Background: an optimization exercise with open tools, aiming at small area, a short achievable clock period and few clock cycles. Do not read the settings as production practice. At most, simulation tests tie the RTL to the original design; equivalence was not proved. Only the layout flow was run in runs 1 and 2; the RTL was not checked for function there.

$ cat config.mk
export PLATFORM = sky130hd
export DESIGN_NAME = JAM
export DESIGN_NICKNAME = JAM
export VERILOG_FILES = /design/flow/design.v
export SDC_FILE = /design/flow/constraint.sdc
export NUM_CORES = 4
export LEC_CHECK = 0
export CAP_MARGIN = 20
export CORE_MARGIN = 2
export CORE_UTILIZATION = 40
export PLACE_DENSITY = 0.6
export SLEW_MARGIN = 20
$ cat constraint.sdc
create_clock -name core_clock -period 5.0 [get_ports {CLK}]
set_input_delay 1.0000 -clock core_clock [delete_from_list [all_inputs] [get_ports {CLK}]]
set_output_delay 1.0000 -clock core_clock [all_outputs]
set_load 0.01 [all_outputs]
$ cat design.v
module JAM (
input CLK,
input RST,
output reg [2:0] W,
output reg [2:0] J,
input [6:0] Cost,
output reg [3:0] MatchCount,
output reg [9:0] MinCost,
output reg Valid );
localparam S_SCAN  = 3'd0;
localparam S_TRANS = 3'd1;
localparam S_UPD   = 3'd2;
localparam S_AUG   = 3'd3;
localparam S_CNT   = 3'd4;
localparam S_IDLE  = 3'd5;
reg [2:0] st;
reg [2:0] i;                  
reg [6:0] uq [0:7];           
reg [6:0] nv [0:7];           
reg [6:0] m  [0:7];           
reg [7:0] minf;               
reg [2:0] way [0:7];          
reg [2:0] p  [0:7];           
reg [7:0] pv;                 
reg [7:0] used;               
reg [7:0] rem;                
reg [63:0] bm;                
reg [7:0] rdy;                
reg [2:0] lv;                 
reg [7:0] fm;                 
reg [7:0] a;                  
reg [9:0] s;                  
reg [6:0] mj;                 
reg       mjinf;
reg [6:0] bestm;
reg       bestinf;
reg [2:0] bestj;
reg [6:0] ubest;              
function [3:0] first_one;     
	input [7:0] msk;
	integer k;
	begin
		first_one = 4'd0;
		for (k = 7; k >= 0; k = k - 1)
			if (msk[k])
				first_one = {1'b1, k[2:0]};
	end
endfunction
function lt_c;                
	input [6:0] c;
	input [9:0] thr;
	lt_c = $signed({4'd0, c}) < $signed({thr[9], thr});
endfunction
wire [9:0] key   = {3'd0, Cost} + s;
wire [9:0] thr_m = {2'd0, mjinf, mjinf ? 7'd0 : mj} - s;
wire [9:0] thr_b = {3'd0, bestm} - s;
wire       kupd  = lt_c(Cost, thr_m);
wire       better = kupd ? (bestinf | lt_c(Cost, thr_b)) : (~mjinf & (bestinf | (mj < bestm)));
wire [3:0] nxt   = first_one(rem);
wire [7:0] remn  = rem & (rem - 8'd1);
wire       trmode   = (st == S_TRANS) | ((st == S_SCAN) & ~nxt[3]);
wire       do_trans = (st == S_TRANS) | ((st == S_SCAN) & ~nxt[3] & ~better & ~bestinf);
wire [7:0] freeb = ~(used | (8'd1 << bestj));
wire [3:0] fzb   = first_one(freeb);
wire [3:0] fou   = first_one(used);
wire [7:0] usedn = used & (used - 8'd1);
wire [3:0] jn    = first_one(usedn);
wire [2:0] wr = way[J];
reg  [2:0] nxc;
integer k;
always @(*) begin
	nxc = 3'd0;
	for (k = 0; k < 8; k = k + 1)
		if (pv[k] && p[k] == wr)
			nxc = k[2:0];
end
wire [2:0] in1    = i + 3'd1;
wire       rowend = (rem == 8'd0);
wire [7:0] rem1   = 8'hfe & ~(8'd1 << in1);    
reg  [63:0] bmw;
reg  [7:0] bad;               
reg  [7:0] fr;
integer q;
wire [7:0] deeper = 8'hfe << lv;
always @(*) begin
	bmw = bm;
	for (q = 0; q < 8; q = q + 1)
		bmw[q * 9] = 1'b1;
	bad = 8'd0;
	for (q = 0; q < 8; q = q + 1) begin
		fr = bmw[q * 8 +: 8] & ~used;
		if (deeper[q] && rdy[q] && ((fr & (fr - 8'd1)) == 8'd0))
			bad = bad | fr | {8{fr == 8'd0}};
	end
end
wire [7:0] row  = bmw[{lv, 3'd0} +: 8];
wire [7:0] cand = row & ~used & fm & ~bad;
wire [3:0] c1   = first_one(cand);
wire [2:0] lm1  = lv - 3'd1;
wire [2:0] sp   = way[lm1];
reg  [2:0] nidx;
reg  [2:0] qidx;
reg  [7:0] sub;
reg        mdiff;
always @(*) begin
	nidx = nxt[2:0];
	qidx = i;
	sub = a;
	mdiff = 1'b0;
	case (trmode ? S_TRANS : st)
	S_SCAN:  begin nidx = nxt[2:0]; sub = a; end
	S_TRANS: begin nidx = pv[bestj] ? fzb[2:0] : fou[2:0]; sub = 8'd0; mdiff = ~pv[bestj]; end
	S_UPD:   begin nidx = jn[2:0];  sub = 8'd0; mdiff = 1'b1; end
	S_AUG:   begin nidx = (i == 3'd7) ? 3'd1 : 3'd0; qidx = 3'd0;
	               sub = (i != 3'd7) ? 8'd0 : (J == 3'd0) ? {1'b0, bestm} : {1'b0, uq[0]}; end
	default: begin nidx = rowend ? 3'd0 : nxt[2:0]; qidx = rowend ? in1 : i; sub = {1'b0, uq[qidx]}; end
	endcase
end
wire [6:0] nport = nv[nidx];
wire [6:0] mport = m[nidx];
wire [9:0] snext = {3'd0, nport} - {{2{sub[7]}}, sub};
wire [9:0] stran = {3'd0, nport} - {3'd0, ubest} + {3'd0, bestm};
wire [6:0] mnext = mdiff ? bestm - mport : mport;
always @(posedge CLK or posedge RST) begin
	if (RST) begin
		st <= S_SCAN;
		i <= 3'd0;
		W <= 3'd0;
		J <= 3'd0;
		a <= 8'd0;
		s <= 10'd0;
		mj <= 7'd0;
		mjinf <= 1'b1;
		minf <= 8'hff;
		bestinf <= 1'b1;
		bestm <= 7'd0;
		bestj <= 3'd0;
		ubest <= 7'd0;
		used <= 8'd0;
		rem <= 8'hfe;
		pv <= 8'd0;
		fm <= 8'hff;
		rdy <= 8'd0;
		lv <= 3'd0;
		for (k = 0; k < 8; k = k + 1)
			nv[k] <= 7'd0;
		MinCost <= 10'd0;
		MatchCount <= 4'd0;
		Valid <= 1'b0;
	end else begin
		case (st)
		S_SCAN: begin
			if (kupd) begin
				m[J] <= key[6:0];
				minf[J] <= 1'b0;
				way[J] <= W;
			end
			if (better) begin
				bestm <= kupd ? key[6:0] : mj;
				bestj <= J;
				ubest <= uq[J];
				bestinf <= 1'b0;
			end
			if (nxt[3]) begin
				J <= nxt[2:0];
				rem <= remn;
				s <= snext;
				mj <= mnext;
				mjinf <= minf[nxt[2:0]];
			end else if (better | bestinf)
				st <= S_TRANS;
		end
		S_UPD: begin
			nv[J] <= s[6:0] + mj;
			uq[J] <= uq[J] + mj;
			used <= usedn;
			if (jn[3]) begin
				J <= jn[2:0];
				s <= snext;
				mj <= mnext;
			end else begin
				J <= bestj;
				st <= S_AUG;
			end
		end
		S_AUG: begin
			p[J] <= wr;
			pv[J] <= 1'b1;
			if (wr == i) begin
				uq[J] <= bestm;
				minf <= 8'hff;
				mjinf <= 1'b1;
				a <= 8'd0;
				s <= snext;
				if (i == 3'd7) begin
					i <= 3'd0;
					J <= 3'd1;
					rem <= 8'hfc;
					W <= (J == 3'd0) ? wr : p[0];
					st <= S_CNT;
				end else begin
					i <= i + 3'd1;
					J <= 3'd0;
					rem <= 8'hfe;
					W <= i + 3'd1;
					st <= S_SCAN;
				end
			end else begin
				uq[J] <= uq[nxc];
				J <= nxc;
			end
		end
		S_CNT: begin
			if (!rdy[7]) begin
				bm[{i, J}] <= (key == 10'd0);
				s <= snext;
				if (rowend) begin
					rdy[i] <= 1'b1;
					J <= 3'd0;
					rem <= rem1;
					i <= in1;
					W <= p[in1];
				end else begin
					J <= nxt[2:0];
					rem <= remn;
				end
			end
			if (rdy[lv]) begin
				if (c1[3] && lv != 3'd7) begin
					way[lv] <= c1[2:0];
					used[c1[2:0]] <= 1'b1;
					lv <= lv + 3'd1;
					fm <= 8'hff;
				end else begin
					if (c1[3])
						MatchCount <= MatchCount + 4'd1;
					if (lv == 3'd0) begin
						Valid <= 1'b1;
						st <= S_IDLE;
					end else begin
						lv <= lm1;
						used[sp] <= 1'b0;
						fm <= 8'hfe << sp;
					end
				end
			end
		end
		default: ;
		endcase
		if (do_trans) begin
			bestinf <= 1'b1;
			if (pv[bestj]) begin
				a <= {1'b0, ubest} - {1'b0, bestm};
				used[bestj] <= 1'b1;
				W <= p[bestj];
				J <= fzb[2:0];
				rem <= freeb & (freeb - 8'd1);
				s <= stran;
				if (st == S_SCAN && fzb[2:0] == J && kupd) begin
					mj <= key[6:0];            
					mjinf <= 1'b0;
				end else begin
					mj <= mnext;
					mjinf <= minf[fzb[2:0]];
				end
				st <= S_SCAN;
			end else begin
				MinCost <= MinCost + {3'd0, bestm};
				if (fou[3]) begin
					J <= fou[2:0];
					s <= snext;
					mj <= mnext;
					st <= S_UPD;
				end else begin
					J <= bestj;
					st <= S_AUG;
				end
			end
		end
	end
end
endmodule
$ cat run.sh
#!/bin/bash
# synth_recipe.tcl (not shown) runs the flow's synth.tcl, then flattens the netlist and writes it again
# the make line also repeats each setting of config.mk as NAME=value (left out here)
make -C /OpenROAD-flow-scripts/flow DESIGN_CONFIG=/design/flow/config.mk WORK_HOME=/design/flow/orfs CLKGATE_MAP_FILE= SYNTH_SCRIPT=/design/flow/synth_recipe.tcl finish
==> results.txt, run 1 <==
- DRC Markers: 0
- Max clock buf depth: 3
- Netlist Area Pre-Place: between 20000 and 30000 sq um
- Vias in the first global route: 23.7k
- EDFF count, synth: ~220
- Top cells by area, synth: edfxtp_1 (24%), dfrtp_1 (14%), ha_1 (6.4%)
- Critical Path Start Type: flip-flop
- Most frequent cells in the layout: nand2_1 (316), buf_4 (281), o21ai_0 (264)
- Reg2Reg Setup Slack: -0.03 ns
- Hold Vio Cnt, Final: 0
- Critical Path RT: 5.51 ns
- Hold Path Class: flip-flop to flip-flop
- Slowest-stage cell, CP: fa_2
- Initial antenna violation count: 2
- R2R depth: 30
- GPL Wtd Cong: about 0.95
- Fraction of layout instances using a drive strength above 1: 19.4%
- Crit path kind: flip-flop to flip-flop
- CP max FO: 10
- Die area: 68900 sq um
- FF-to-FF End: s[7]
- Area of the multi-input gates: 15300 sq um
- Post-synthesis sequential element count: 394
- Max-Cap Viols: 0
- Clock Skew: approximately 0.029 ns
- Synth Instances: about 2.8k
- Final core occ: around 48%
- Final period utilization: 101%
- Slew headroom: 32.1%
- Slew @ Worst Pin: about 1.0 ns
- Status: failed layout checks
- Crit. Startpoint: bestj[0]
- CTS tree: done
- Worst Setup EP: s[7]
- Core area: between 60000 and 70000 sq um
- Clock transition at the registers of the reported paths: about 0.060 ns
- DRT antenna net count: 0
- All-Layer GR Usage: between 20 and 30%
- Setup Viol. Count Final: 4
- Synthesized area per cell: ~9.4 sq um
- Commonest non-fill, non-tap cell in the layout: nand2_1
- Cell family with most CP delay: compound AO/OA/AOI/OAI gates
- Clock Sinks: around 390
- Filler instances: around 6.1k
- Min cycle time layout: 5.03 ns
- Row count: 94
- DR iter-0 viols: between 2k and 3k
- Top-area cell type share of the netlist area: roughly a quarter
- Register area: about 11000 sq um
- Stages on worst setup path: 30
- Via count: between 20k and 25k
- Die height: about 260 um
- H-tree level count: 2
- CTS Buf Count: between 40 and 50
- Total grt overflow: 0
- CP bufs+invs: 6
- Number of I/O port buffers: 29
- Area grow syn2layout: 19.5%
- Fmax: just under 200 MHz
- Setup ws final: -0.0314 ns
- Largest net degree at the start of global routing: roughly 180
- Ys flop type: edfxtp_1
- Fraction of registers with async set/reset: 45.2%
- Via density: just over 6
- Slew Viols, Final: 0
- Initial core utilization: 40.5%
- Clock latency on the worst-skew pair: 0.60 ns
- Crit-path most repeated cell: a21oi_2
- Worst setup EP type: flip-flop
- Hold path depth: 1
- Largest area contributor in the netlist: edfxtp_1
- Register area share after synthesis: between 40% and 50%
- Placement Setup Slack: -0.235 ns
- Router iterations before antenna repair: 8
- Final #Nets: 3238
- Worst path max stage delay: ~0.43 ns
- Root Buffer: clkbuf_16
- Drt wl/cell: between 20 and 30 um
- Syn nets: roughly 3k
- First-pass GRT wire length: 150000 um
- Die Wd: between 200 and 300 um
- Top-Level Pins: 30
- Hpwl dp: 76100 um
- Total wire length: slightly above 100000 um
- RSZ-0062 raised after global routing: true
- Worst r2r src: bestj[0]
- Yosys warnings: 6
- SO Viols: negative setup slack
- Cell variety after synth: ~110
- Crit path arrival time: approximately 5.5 ns
- Worst Hold Launch: MatchCount[3]
synthesized netlist by cell type (14+ instances only):
cell type,number
a211oi_1,21
a21o_1,41
a21oi_1,171
a221oi_1,32
a22oi_1,54
a31oi_1,52
buf_2,43
clkbuf_1,77
dfrtp_1,153
dfstp_2,25
edfxtp_1,216
ha_1,137
inv_1,100
mux2_2,74
mux2i_1,48
mux4_2,14
nand2_1,317
nand2b_1,57
nand3_1,77
nand4_1,25
nor2_1,198
nor2b_1,60
nor3_1,38
o211ai_1,30
o21a_1,17
o21ai_0,271
o21ai_1,39
o21bai_1,24
o22ai_1,32
or3_1,22
xnor2_1,67
xor2_1,31
per-stage QoR:
step / hold slack (ns) / setup TNS (ns) / cells / instance area, sq um
4_1_cts: 0.480 / -0.0156 / 3966 / 31500
2_1_floorplan: 0.435 / 0 / 2845 / 26900
6_report: 0.470 / -0.0552 / 3981 / 31900
5_1_grt: 0.499 / -2.09 / 3980 / 31900
3_3_place_gp: 0.456 / -0.615 / 3874 / 29800
3_5_place_dp: 0.468 / -1.03 / 3874 / 29800
cells by family (layout without fill, tap and decap cells):
logic type,Yosys count,in the layout,synth area share (%)
buf+inv,240,511,3.68
compound gates,923,923,22.2
simple gates,898,898,16.2
xor+xnor,98,98,3.21
other cells,0,1,0
mux,141,141,6.35
fa+ha+maj,151,151,7.35
flops,394,394,41.0
worst min-delay path by stage:
stage                     slack, ns       endpoint
final                          0.47  MatchCount[3]
after global routing           0.50       nv[1][1]
after CTS                      0.48  MatchCount[3]
after detailed placement       0.47  MatchCount[3]
after global placement         0.46       nv[1][3]
after floorplan                0.43         rdy[2]
sequential cells by signal, summed over array words and instances, names as in the netlist, 4 cells and up:
name and cells:
MatchCount 4, MinCost 10, a 8, bestm 7, bm 56, fm 8, m 56, minf 8
mj 7, nv 56, p 24, pv 8, rdy 8, rem 8, s 10, ubest 7
uq 56, used 8, way 24
repair_timing:
action,in CTS,in global routing
resized for setup,22,73
pin swaps,9,28
hold buffers,0,0
gates cloned,1,0
setup buffers,10,14
endpoints found under the setup margin,6,99
layer usage:
metal  vias up  global-route usage (%)  share of wire [%]
met2      1098                    45.5                 46
met3       186                    5.15                8.4
li1      11132                       -                  -
met4         0                    8.45                3.0
met5         -                       0                  0
met1     12271                    39.2                 43
final cells by class:
cell class / count / area share [%]
clock inverter: 21 / 0.967
clock buffer: 60 / 3.96
sequential: 394 / 34.4
timing repair buffer: 326 / 8.33
tap: 864 / 3.38
antenna: 1 / 0.00783
inverter: 104 / 1.23
multi-input combinational: 2211 / 47.8
==> run 2: changes to the inputs <==
--- a/design.v
+++ b/design.v
@@ -30,5 +30,5 @@
 reg [7:0] fm;                 
 reg [7:0] a;                  
-reg [9:0] s;                  
+reg [6:0] s;                  
 reg [6:0] mj;                 
 reg       mjinf;
@@ -47,4 +47,18 @@
 	end
 endfunction
+function amo;                 
+	input [7:0] x;
+	reg [3:0] a2, o2;
+	reg a4l, a4h, o4l, o4h;
+	begin
+		a2 = {~(x[7] & x[6]), ~(x[5] & x[4]), ~(x[3] & x[2]), ~(x[1] & x[0])};
+		o2 = {x[7] | x[6], x[5] | x[4], x[3] | x[2], x[1] | x[0]};
+		a4h = a2[3] & a2[2] & ~(o2[3] & o2[2]);
+		a4l = a2[1] & a2[0] & ~(o2[1] & o2[0]);
+		o4h = o2[3] | o2[2];
+		o4l = o2[1] | o2[0];
+		amo = a4h & a4l & ~(o4h & o4l);
+	end
+endfunction
 function lt_c;                
 	input [6:0] c;
@@ -52,7 +66,8 @@
 	lt_c = $signed({4'd0, c}) < $signed({thr[9], thr});
 endfunction
-wire [9:0] key   = {3'd0, Cost} + s;
-wire [9:0] thr_m = {2'd0, mjinf, mjinf ? 7'd0 : mj} - s;
-wire [9:0] thr_b = {3'd0, bestm} - s;
+wire [9:0] sa    = {3'd0, s} - {{2{a[7]}}, a};          
+wire [9:0] key   = {3'd0, Cost} + sa;
+wire [9:0] thr_m = {2'd0, mjinf, mjinf ? 7'd0 : mj} - sa;
+wire [9:0] thr_b = {3'd0, bestm} - sa;
 wire       kupd  = lt_c(Cost, thr_m);
 wire       better = kupd ? (bestinf | lt_c(Cost, thr_b)) : (~mjinf & (bestinf | (mj < bestm)));
@@ -90,5 +105,5 @@
 	for (q = 0; q < 8; q = q + 1) begin
 		fr = bmw[q * 8 +: 8] & ~used;
-		if (deeper[q] && rdy[q] && ((fr & (fr - 8'd1)) == 8'd0))
+		if (deeper[q] && rdy[q] && amo(fr))
 			bad = bad | fr | {8{fr == 8'd0}};
 	end
@@ -100,25 +115,18 @@
 wire [2:0] sp   = way[lm1];
 reg  [2:0] nidx;
-reg  [2:0] qidx;
-reg  [7:0] sub;
 reg        mdiff;
 always @(*) begin
 	nidx = nxt[2:0];
-	qidx = i;
-	sub = a;
 	mdiff = 1'b0;
 	case (trmode ? S_TRANS : st)
-	S_SCAN:  begin nidx = nxt[2:0]; sub = a; end
-	S_TRANS: begin nidx = pv[bestj] ? fzb[2:0] : fou[2:0]; sub = 8'd0; mdiff = ~pv[bestj]; end
-	S_UPD:   begin nidx = jn[2:0];  sub = 8'd0; mdiff = 1'b1; end
-	S_AUG:   begin nidx = (i == 3'd7) ? 3'd1 : 3'd0; qidx = 3'd0;
-	               sub = (i != 3'd7) ? 8'd0 : (J == 3'd0) ? {1'b0, bestm} : {1'b0, uq[0]}; end
-	default: begin nidx = rowend ? 3'd0 : nxt[2:0]; qidx = rowend ? in1 : i; sub = {1'b0, uq[qidx]}; end
+	S_SCAN:  nidx = nxt[2:0];
+	S_TRANS: begin nidx = pv[bestj] ? fzb[2:0] : fou[2:0]; mdiff = ~pv[bestj]; end
+	S_UPD:   begin nidx = jn[2:0]; mdiff = 1'b1; end
+	S_AUG:   nidx = (i == 3'd7) ? 3'd1 : 3'd0;
+	default: nidx = rowend ? 3'd0 : nxt[2:0];
 	endcase
 end
-wire [6:0] nport = nv[nidx];
+wire [6:0] nport = pv[nidx] ? nv[nidx] : 7'd0;    
 wire [6:0] mport = m[nidx];
-wire [9:0] snext = {3'd0, nport} - {{2{sub[7]}}, sub};
-wire [9:0] stran = {3'd0, nport} - {3'd0, ubest} + {3'd0, bestm};
 wire [6:0] mnext = mdiff ? bestm - mport : mport;
 always @(posedge CLK or posedge RST) begin
@@ -129,5 +137,5 @@
 		J <= 3'd0;
 		a <= 8'd0;
-		s <= 10'd0;
+		s <= 7'd0;
 		mj <= 7'd0;
 		mjinf <= 1'b1;
@@ -143,6 +151,4 @@
 		rdy <= 8'd0;
 		lv <= 3'd0;
-		for (k = 0; k < 8; k = k + 1)
-			nv[k] <= 7'd0;
 		MinCost <= 10'd0;
 		MatchCount <= 4'd0;
@@ -165,5 +171,5 @@
 				J <= nxt[2:0];
 				rem <= remn;
-				s <= snext;
+				s <= nport;
 				mj <= mnext;
 				mjinf <= minf[nxt[2:0]];
@@ -177,5 +183,5 @@
 			if (jn[3]) begin
 				J <= jn[2:0];
-				s <= snext;
+				s <= nport;
 				mj <= mnext;
 			end else begin
@@ -187,10 +193,12 @@
 			p[J] <= wr;
 			pv[J] <= 1'b1;
+			if (!pv[J])
+				nv[J] <= 7'd0;                 
 			if (wr == i) begin
 				uq[J] <= bestm;
 				minf <= 8'hff;
 				mjinf <= 1'b1;
-				a <= 8'd0;
-				s <= snext;
+				a <= (i != 3'd7) ? 8'd0 : (J == 3'd0) ? {1'b0, bestm} : {1'b0, uq[0]};
+				s <= nport;
 				if (i == 3'd7) begin
 					i <= 3'd0;
@@ -214,7 +222,8 @@
 			if (!rdy[7]) begin
 				bm[{i, J}] <= (key == 10'd0);
-				s <= snext;
+				s <= nport;
 				if (rowend) begin
 					rdy[i] <= 1'b1;
+					a <= {1'b0, uq[in1]};
 					J <= 3'd0;
 					rem <= rem1;
@@ -256,5 +265,5 @@
 				J <= fzb[2:0];
 				rem <= freeb & (freeb - 8'd1);
-				s <= stran;
+				s <= nport;
 				if (st == S_SCAN && fzb[2:0] == J && kupd) begin
 					mj <= key[6:0];            
@@ -269,5 +278,5 @@
 				if (fou[3]) begin
 					J <= fou[2:0];
-					s <= snext;
+					s <= nport;
 					mj <= mnext;
 					st <= S_UPD;
==> run 2 against run 1 <==
The layout still fails its checks (negative setup slack). Sequential share of layout area rose by 2.3 points. Critical endpoint is now used[0]. Sequential cell count fell by 3.
==> results.txt, run 2 <==
- Initial core utilization: approximately two fifths
- Max clock buf depth: 3
- Clock Skew: roughly 0.046 ns
- EDFF count, synth: around 270
- Via count: approximately 23k
- Status: failed layout checks
- Number of I/O port buffers: 29
- N_diodes: 0
- Final period utilization: 101%
- SO Viols: negative setup slack
- H-tree level count: 2
- Filler instances: a little under 6k
- Clock transition at the registers of the reported paths: approximately 0.06 ns
- First-pass GRT wire length: approximately 140000 um
- Synth Area in Compound Gates: around 23%
- DR iter-0 viols: between 2k and 3k
- Row count: 92
- Crit path arrival time: 5.58 ns
- Router iterations before antenna repair: 8
- Top-count cell post-synth: edfxtp_1
- DRC Markers: 0
- Via density: 6.26
- Top-Level Pins: 30
- Top cells by area, synth: edfxtp_1 (32%), dfrtp_1 (9.2%), ha_1 (5.9%)
- Drt wl/cell: approximately 25 um
- Commonest non-fill, non-tap cell in the layout: edfxtp_1
- Final core occ: 48.4%
- Slew @ Worst Pin: roughly 1.1 ns
- Root Buffer: clkbuf_16
- Setup ws final: -0.0619 ns
- CTS Buf Count: 45
- Clock Sinks: roughly 390
- All-Layer GR Usage: roughly 27%
- Min cycle time layout: just over 5 ns
- Synth Area in XOR/XNOR: 2.61%
- Hold Vio Cnt, Final: 0
- Total grt overflow: 0
- CTS tree: done
- Cell variety after synth: approximately 100
- Main combinational cell family by area after synthesis: compound AO/OA/AOI/OAI gates
- Critical Path Start Type: flip-flop
- Die area: about 66000 sq um
- Most frequent cells in the layout: edfxtp_1 (272), buf_4 (247), nor2_1 (201)
- R2R depth: 22
- Synth Instances: around 2.6k
- Fmax: 198 MHz
- Setup Viol. Count Final: 5
- Synthesized area per cell: between 9 and 10 sq um
- Slew headroom: between 20% and 30%
- Netlist Area Pre-Place: roughly 25000 sq um
- DRT antenna net count: 0
- Worst setup EP type: flip-flop
- Hpwl dp: approximately 70000 um
- Area grow syn2layout: 19.8%
- Largest area contributor in the netlist: edfxtp_1
- Yosys warnings: 6
- Simple-gate portion of the synthesized area: 14.5%
- Post-route design area: 30500 sq um
- GPL Wtd Cong: around 0.96
- Hold Path Class: flip-flop to flip-flop
- Die height: 256 um
- Vias in the first global route: between 20k and 25k
- Core area: ~63000 sq um
- Post-synthesis mux area share: under 10%
- CP max FO: 4
- Fraction of registers with async set/reset: around 30%
- Largest net degree at the start of global routing: 62
- Max-Cap Viols: 0
- Synth Area in Adders: about 6.7%
- Placed cell area: around 28000 sq um
- Initial antenna violation count: 2
- Crit path kind: flip-flop to flip-flop
- Register area share after synthesis: 43.9%
- Fraction of layout instances using a drive strength above 1: 20.2%
- Hold path depth: 1
- RSZ-0062 raised after global routing: true
- Ys flop type: edfxtp_1
- Total wire length: around 92000 um
- Clock latency on the worst-skew pair: just over 0.6 ns
- Die Wd: ~260 um
- Final #Nets: 2907
- Critical Path RT: approximately 5.5 ns
- Post-synthesis sequential element count: 391
- Top-area cell type share of the netlist area: 32.1%
- List of most frequent post-synthesis cells: edfxtp_1 (272), nor2_1 (213), o21ai_0 (211)
- Syn nets: approximately 2.7k
- Slew Viols, Final: 0
-- run 2: cell count changes in the layout (fill, tap and decap cells not counted), moves of 19 or more --
cell      delta
nand2_1    -124
o21ai_0     -67
dfrtp_1     -58
edfxtp_1    +56
mux2_2      -43
a222oi_1    +37
buf_4       -34
nand3_1     -26
o41ai_1     +26
a31oi_1     -22
o21ai_1     -22
ha_1        -19
-- run 2: kinds of logic (layout without fill, tap and decap cells) --
logic type | Yosys count | in the layout
buf+inv | 242 | 490
compound gates | 848 | 848
fa+ha+maj | 131 | 131
xor+xnor | 76 | 76
simple gates | 754 | 754
flops | 391 | 391
mux | 114 | 114
-- run 2: metal layers --
metal | GRT usage [%] | routed length [um] | part of all wire [%]
met1 | 39.3 | 40600 | 44
met2 | 41.1 | 39900 | 43
met3 | 5.49 | 8530 | 9.3
met4 | 8.41 | 2770 | 3.0
met5 | 0 | 12 | 0.013
-- run 2: per-stage QoR --
stage               setup slack (ns)  setup TNS, ns  hold WS (ns)  std cells
finish                       -0.0619        -0.0996         0.469       3650
global route                  -0.253          -8.85         0.499       3650
detailed placement            -0.302          -9.78         0.462       3544
floorplan                     0.0896              0         0.432       2556
CTS                        -0.000155      -0.000155         0.474       3641
global placement              -0.229          -6.05         0.461       3544
-- run 2: cell type report --
cell class,count,area [sq um],area share (%)
well taps,846,1060,3.47
clock buffers,55,1180,3.89
inverters,109,415,1.36
flip-flops and latches,391,11200,36.7
repair buffers,298,2450,8.05
multi-input cells,1923,13900,45.6
clock inverters,28,284,0.931
-- run 2: critical path, stage by stage, from the launching register on --
cell,delay [ns]
dfrtp_1,0.46
ha_4,0.17
inv_2,0.04
fa_2,0.35
a211oi_2,0.25
nor2_1,0.10
buf_4,0.14
o21a_1,0.17
nor2_2,0.12
xnor2_2,0.14
inv_2,0.10
ha_4,0.23
xnor2_1,0.12
ha_1,0.28
o21a_1,0.13
o22ai_2,0.10
or4_4,0.54
a21oi_4,0.21
nor3_4,0.07
o31a_1,0.38
or3_4,0.41
or4_1,0.41
nand3_1,0.08
-- run 2: timing repair --
item                                   4_1_cts  5_1_grt
resized for setup                           55       96
hold buffers                                 0        0
cloned                                       0        1
endpoints found under the hold margin        0        0
pin swaps                                   32       35
buffers inserted                            15        8
setup endpoints to repair                   80      160
-- run 2: path summary, 6_finish.rpt --
kind	from	endpoint	slack, ns
max	a[0]	used[0]	-0.06
min in group asynchronous	RST	W[2]	1.20
min reg2reg	MatchCount[3]	MatchCount[3]	0.47
min	MatchCount[3]	MatchCount[3]	0.47
max reg2reg	a[0]	used[0]	-0.06
max in group asynchronous	RST	bestm[4]	2.43
==> run 3: changes to the inputs <==
--- a/design.v
+++ b/design.v
@@ -64,5 +64,5 @@
 	input [6:0] c;
 	input [9:0] thr;
-	lt_c = $signed({4'd0, c}) < $signed({thr[9], thr});
+	lt_c = ~thr[9] & ({3'd0, c} < thr);
 endfunction
 wire [9:0] sa    = {3'd0, s} - {{2{a[7]}}, a};          
==> run 3 against run 2 <==
The layout still fails its checks (negative setup slack). Hold slack worse by 0.0064 ns. Cell count up 0.52%. Setup slack lost 0.0044 ns. Synthesized cell count increased by 1.6%. Utilization grew 0.49 points. Non-clock buffer count down 12. Synthesized area increased by 0.83%.
==> results.txt, run 3 <==
- Status: failed layout checks
- SO Viols: negative setup slack
- H-tree level count: 2
- Worst r2r src: s[1]
- Largest net degree at the start of global routing: 71
- Drt wl/cell: 25.6 um
- Register area share after synthesis: a little over two fifths
- List of most frequent post-synthesis cells: edfxtp_1 (272), o21ai_0 (242), nand2_1 (239)
- Critical Path Start Type: flip-flop
- Final period utilization: 101%
- Top cells by area, synth: edfxtp_1 (32%), dfrtp_1 (9.2%), ha_1 (5.8%)
- Crit path arrival time: 5.60 ns
- Clock Skew: between 0.05 and 0.06 ns
- FF-to-FF End: W[2]
- Filler instances: between 5k and 6k
- Crit path kind: flip-flop to flip-flop
- Synthesized area per cell: 9.88 sq um
- Placement Setup Slack: -0.682 ns
- DRT antenna net count: 0
- Met1 GRT Util: 39.5%
- Top-count cell post-synth: edfxtp_1
- Router iterations before antenna repair: 9
- Root Buffer: clkbuf_16
- Hold Vio Cnt, Final: 0
- R2R depth: 26
- Die height: ~260 um
- Slew headroom: between 20 and 30%
- Top-Level Pins: 30
- Commonest non-fill, non-tap cell in the layout: edfxtp_1
- Ys flop type: edfxtp_1
- Hold worst-path end: MinCost[9]
- Area grow syn2layout: 20.7%
- Clock Sinks: approximately 390
- Worst Hold Launch: MinCost[9]
- Clock latency on the worst-skew pair: between 0.6 and 0.7 ns
- Largest area contributor in the netlist: edfxtp_1
- CP max FO: 5
- Via count: around 23k
- Post-route design area: between 30000 and 40000 sq um
- Hold Path Class: flip-flop to flip-flop
- Total wire length: between 90000 and 100000 um
- Initial antenna violation count: 1
- Setup TNS Final: -0.369 ns
- GR Util met3: 7.60%
- Setup ws final: -0.0663 ns
- Critical Path RT: 5.53 ns
- Yosys warnings: 6
- All-Layer GR Usage: between 20 and 30%
- Met2 Use GR: about two fifths
- Total grt overflow: 0
- Fraction of layout instances using a drive strength above 1: 21.2%
- Clock transition at the registers of the reported paths: 0.06 ns
- Final #Nets: between 2k and 3k
- CTS tree: done
- Max-Cap Viols: 0
- Core area: 63300 sq um
- Quantity of hold-fixing buffers added after cts: 0
- Setup Viol. Count Final: 13
- Grt peak-use layer: met1
- Post-synthesis sequential element count: about 390
- Die area: between 60000 and 70000 sq um
- Number of I/O port buffers: 29
- Synth Instances: roughly 2.6k
- First-pass GRT wire length: ~140000 um
- Slew @ Worst Pin: 1.07 ns
- Top-area cell type share of the netlist area: 31.8%
- Row count: a little over 90
- Hold path depth: 1
- DRC Markers: 0
- Slew Viols, Final: 0
- Cell variety after synth: ~110
- Vias in the first global route: approximately 22k
- Syn nets: around 2.7k
- Via density: between 6 and 7
- Fraction of registers with async set/reset: between 30% and 40%
- Most frequent cells in the layout: edfxtp_1 (272), nand2_1 (222), o21ai_0 (221)
- CTS Buf Count: 44
- GPL Wtd Cong: around 0.99
- Fmax: 197 MHz
- Netlist Area Pre-Place: roughly 26000 sq um
- Die Wd: around 260 um
- EDFF count, synth: 272
- Worst setup EP type: flip-flop
- Hpwl dp: between 70000 and 80000 um
- DR iter-0 viols: about 3.2k
- Min cycle time layout: 5.07 ns
- Placed cell area: approximately 28000 sq um
- Reg2Reg Setup Slack: -0.07 ns
- Initial core utilization: around two fifths
- RSZ-0062 raised after global routing: true
- Max clock buf depth: 3
-- run 3: cell types whose count changed after synthesis, sizes merged, moves of 12 or more --
| cell | previous run | this run |
|---|---|---|
| a221oi | 29 | 14 |
| nor2 | 215 | 184 |
| a21oi | 158 | 180 |
| o22ai | 38 | 24 |
| inv | 108 | 88 |
| xnor2 | 52 | 40 |
| nor2b | 69 | 52 |
| o21ai | 225 | 249 |
| xor2 | 24 | 42 |
| nand2 | 198 | 240 |
| o221ai | 10 | 25 |
| nand2b | 49 | 68 |
-- run 3: kinds of logic after synthesis --
| family | synth area share [%] |
|---|---|
| AO/OA/AOI/OAI | 22.3 |
| XOR/XNOR | 2.80 |
| adder cells (fa/ha/maj) | 6.63 |
| buffers and inverters | 4.00 |
| flip-flops | 43.5 |
| multiplexers | 5.10 |
| AND/OR/NAND/NOR | 15.7 |
-- run 3: final cells by class --
class,instances,area (sq um),area share [%]
antenna,1,2.50,0.00808
clock buffer,53,1160,3.76
clock inverter,29,345,1.11
inverter,90,347,1.12
multi-input combinational,1973,14400,46.4
sequential,391,11200,36.1
tap,846,1060,3.42
timing repair buffer,286,2490,8.05
-- run 3: worst max-delay path: stages, from the launching register on --
cell and delay, ns:
dfrtp_1 0.40, ha_1 0.31, nor2b_4 0.13, o21ai_1 0.12
inv_1 0.06, or3_1 0.30, and2_4 0.18, inv_4 0.06
ha_4 0.19, o21a_1 0.11, o31ai_2 0.07, nand2_1 0.10
a21oi_2 0.13, xor2_1 0.16, ha_1 0.27, a2111o_1 0.43
o22ai_2 0.19, nor2_2 0.08, a41oi_2 0.21, o211ai_1 0.16
or2_4 0.29, a31oi_4 0.31, nand2b_4 0.28, buf_6 0.13
buf_6 0.13, nor2_4 0.04, a31oi_2 0.14
-- run 3: timing repair --
action	in CTS	in global routing
endpoints found under the setup margin	162	189
gates resized for setup	61	175
gates cloned	0	6
setup buffers	5	16
pin swaps	10	59
-- run 3: worst max-delay path by stage --
stage | endpoint | slack [ns] | start | depth (start not counted)
final | W[2] | -0.07 | s[1] | 26
after global routing | W[2] | -0.30 | a[1] | 28
after CTS | m[1][4] | 0.005 | s[0] | 25
after detailed placement | mj[0] | -0.68 | s[0] | 25
after global placement | rem[7] | -0.65 | s[0] | 24
after floorplan | W[0] | 0.001 | s[1] | 25
-- run 3: metal layers --
metal / part of all wire [%] / vias to the layer above
met5: 0 / -
met4: 3.1 / 0
met3: 12 / 167
met2: 42 / 1302
met1: 43 / 11210
li1: - / 10287
-- run 3: through the flow --
step	util (%)	std cells	hold slack (ns)
detailed placement	44.5	3559	0.467
floorplan	-	2597	0.436
global route	48.9	3668	0.487
global placement	44.5	3559	0.449
CTS	47.3	3646	0.476
finish	48.9	3669	0.463
Testbench counts of run 3, summed over its fixed seeds: cycles 3,065.

## port drivers added, routing unchanged
Ports are ideal in the flow. The routed layouts listed here were re-timed in OpenROAD. Step 1 (the two cells are an assumption about what drives the block):
set clk [get_ports {CLK}]
set_driving_cell -lib_cell sky130_fd_sc_hd__clkbuf_16 $clk
set_driving_cell -lib_cell sky130_fd_sc_hd__buf_2 [delete_from_list [all_inputs] $clk]
Step 2 adds t to the input delays and takes it off the output delays; t is the mean of the earliest and latest rising clock arrival at the registers after step 1. Input paths then give back, and output paths get back, about the clock's delay inside the block. Slacks: ideal ports / drivers / drivers and shift; pairs: ideal ports / drivers.
run | t, ns | setup slack, ns | hold WS [ns] | worst register clock-pin slew, ns | cell pins on the clock port's net
run 1 | 0.636 | -0.031 / -0.031 / -0.031 | 0.470 / 0.470 / 0.470 | 0.07 / 0.07 | 1
run 2 | 0.645 | -0.062 / -0.062 / -0.062 | 0.469 / 0.469 / 0.469 | 0.07 / 0.07 | 1
run 3 | 0.657 | -0.066 / -0.066 / -0.066 | 0.463 / 0.463 / 0.463 | 0.08 / 0.08 | 1
